This design comes from an exercise in tuning for small area, a short achievable clock period and few clock cycles on the open sky130 flow, not from production work.
In this exercise RTL edits were held to simulation tests only and were not proved equivalent to the original.

==> flow/design.v <==
`timescale 1ns / 1ps
module divisor_clk #(parameter WIDTH = 24,
                 parameter WIDTHZ = (WIDTH*2))
(
    input logic clk,
    input logic arst,
    input logic start,
    input logic [WIDTH-1:0] a,
    input logic [WIDTH-1:0] b,
    output logic done,
    output logic div_by_zero,
    output logic [WIDTH-1:0] q,
    output logic [WIDTH-1:0] f,
    output logic [WIDTHZ-1:0] z
);
    localparam K = 7;
    logic             busy;
    logic [2:0]       cnt;         
    logic [WIDTH-1:0] rem;         
    logic [WIDTH-1:0] div;         
    logic [WIDTHZ-1:0] qd;         
    logic             dz;          
    assign dz = (div == '0);
    logic [WIDTH-1:0]  rem_init;
    logic [WIDTHZ-1:0] qd_init;
    logic [2:0]       cnt_init;
    always_comb begin
        rem_init = '0;
        qd_init  = {1'b0, a, 23'b0};
        cnt_init = 3'd6;
        if ((|b[23:13])) begin
            rem_init = {13'b0, a[23:11]};
            qd_init  = {a[10:0], 37'b0};
            cnt_init = 3'd4;
        end
        if ((|b[23:20])) begin
            rem_init = {20'b0, a[23:4]};
            qd_init  = {a[3:0], 44'b0};
            cnt_init = 3'd3;
        end
    end
    logic [WIDTH-1:0]  r_s [0:K];
    logic [WIDTHZ-1:0] q_s [0:K];
    assign r_s[0] = rem;
    assign q_s[0] = qd;
    for (genvar i = 0; i < K; i++) begin : g_step
        logic [WIDTH:0] x, y, t;
        logic qb;
        assign x = {r_s[i], q_s[i][WIDTHZ-1]};
        assign y = {1'b0, div};
        logic [WIDTH+1:0] g, p;
        logic [WIDTH+2:0] bw;
        assign g = {1'b0, ~x & y};
        assign p = {1'b0, ~(x ^ y)};
        assign bw[0] = 1'b0;
        for (genvar j = 0; j <= WIDTH; j = j + 2) begin : g_grp
            logic gg, pp;
            assign gg = g[j+1] | (p[j+1] & g[j]);
            assign pp = p[j+1] & p[j];
            assign bw[j+1] = g[j] | (p[j] & bw[j]);
            assign bw[j+2] = gg | (pp & bw[j]);
        end
        assign t = x ^ y ^ bw[WIDTH:0];
        assign qb = ~t[WIDTH];
        assign r_s[i+1] = qb ? t[WIDTH-1:0] : x[WIDTH-1:0];
        assign q_s[i+1] = {q_s[i][WIDTHZ-2:0], qb};
    end
    always_ff @(posedge clk or posedge arst) begin
        if (arst) begin
            busy <= 1'b0;
            done <= 1'b0;
            cnt <= '0;
            div_by_zero <= 1'b0;
        end else begin
            done <= 1'b0;
            if (busy) begin
                div_by_zero <= dz;
                if (cnt == 0 || dz) begin
                    busy <= 1'b0;
                    done <= 1'b1;
                end
                cnt <= cnt - 1'b1;
            end else if (start) begin
                busy <= 1'b1;
                cnt <= cnt_init;
            end
        end
    end
    always_ff @(posedge clk) begin
        div <= b;
        if (busy) begin
            rem <= r_s[K];
            qd  <= dz ? '0 : q_s[K];
        end else begin
            rem <= rem_init;
            qd  <= qd_init;
        end
    end
    assign q = qd[WIDTHZ-1:WIDTH];
    assign f = qd[WIDTH-1:0];
    assign z = qd;
endmodule
export LEC_CHECK = 0
export ABC_AREA = 1
export CAP_MARGIN = 20
export CORE_MARGIN = 2
export CORE_UTILIZATION = 40
export CTS_CLUSTER_DIAMETER = 200
export CTS_CLUSTER_SIZE = 40
export PLACE_DENSITY = 0.6
export SLEW_MARGIN = 20
create_clock -name core_clock -period 110.0 [get_ports {clk}]
standard.sh (not shown) runs the stock make flow with config.mk's settings and CLKGATE_MAP_FILE= SYNTH_SCRIPT=/design/flow/synth_recipe.tcl, a recipe that flattens the netlist after the stock synthesis.
==> flow/flow/run.sh <==
#!/bin/bash
set -euo pipefail
export BUFFER_PORTS_ARGS="-buffer_cell sky130_fd_sc_hd__buf_1"
bash standard.sh > standard.log 2>&1
Testbench counts at the start, summed over its fixed seeds: cycles 16,768.
Rerun with:
==> flow/run.sh (new file) <==
#!/bin/bash
# synth_recipe.tcl (not shown) runs the flow's synth.tcl, then flattens the netlist and writes it again
# the make line also repeats each setting of config.mk as NAME=value (left out here)
make -C /OpenROAD-flow-scripts/flow DESIGN_CONFIG=/design/flow/config.mk WORK_HOME=/design/flow/orfs CLKGATE_MAP_FILE= SYNTH_SCRIPT=/design/flow/synth_recipe.tcl finish
--- a/flow/config.mk
+++ b/flow/config.mk
@@ -10,6 +10,4 @@
 export CORE_MARGIN = 2
 export CORE_UTILIZATION = 40
-export CTS_CLUSTER_DIAMETER = 200
-export CTS_CLUSTER_SIZE = 40
 export PLACE_DENSITY = 0.6
 export SLEW_MARGIN = 20
removed: flow/flow/run.sh
removed: flow/standard.sh
What happened: Sequential cell count stays the same; maximum frequency went down by 1.4%; worst hold slack gains 0.0089 ns; first-iteration DRC count decreases by 19%; global-route usage is higher by 0.79 points; wire length rose by 4.1%.

-- re-timing with driven ports --
Ports are ideal in the flow. The routed layouts listed here were re-timed in OpenROAD.
Step 1 sets driving cells, clkbuf_16 on the clock port and buf_2 on the other inputs (assumed; they add their load-dependent delay and slew).
Step 2, shift: input delay + t, output delay - t, t = (earliest + latest rising clock arrival at the registers) / 2. This alone moves slack from input paths to output paths.
a / b / c = no drivers / after step 1 / after step 2; a / b = the first two.
run | t, ns | setup WS [ns] | hold WS [ns]
the first run | 0.412 | 86.422 / 86.451 / 86.039 | 0.443 / 0.443 / 0.443
the second run | 0.423 | 86.099 / 86.128 / 85.705 | 0.451 / 0.451 / 0.451
After both steps setup and hold are still met in every run listed. For the second run, which loses most, drivers alone change the setup slack by +0.029 ns; drivers and shift together by -0.394 ns.
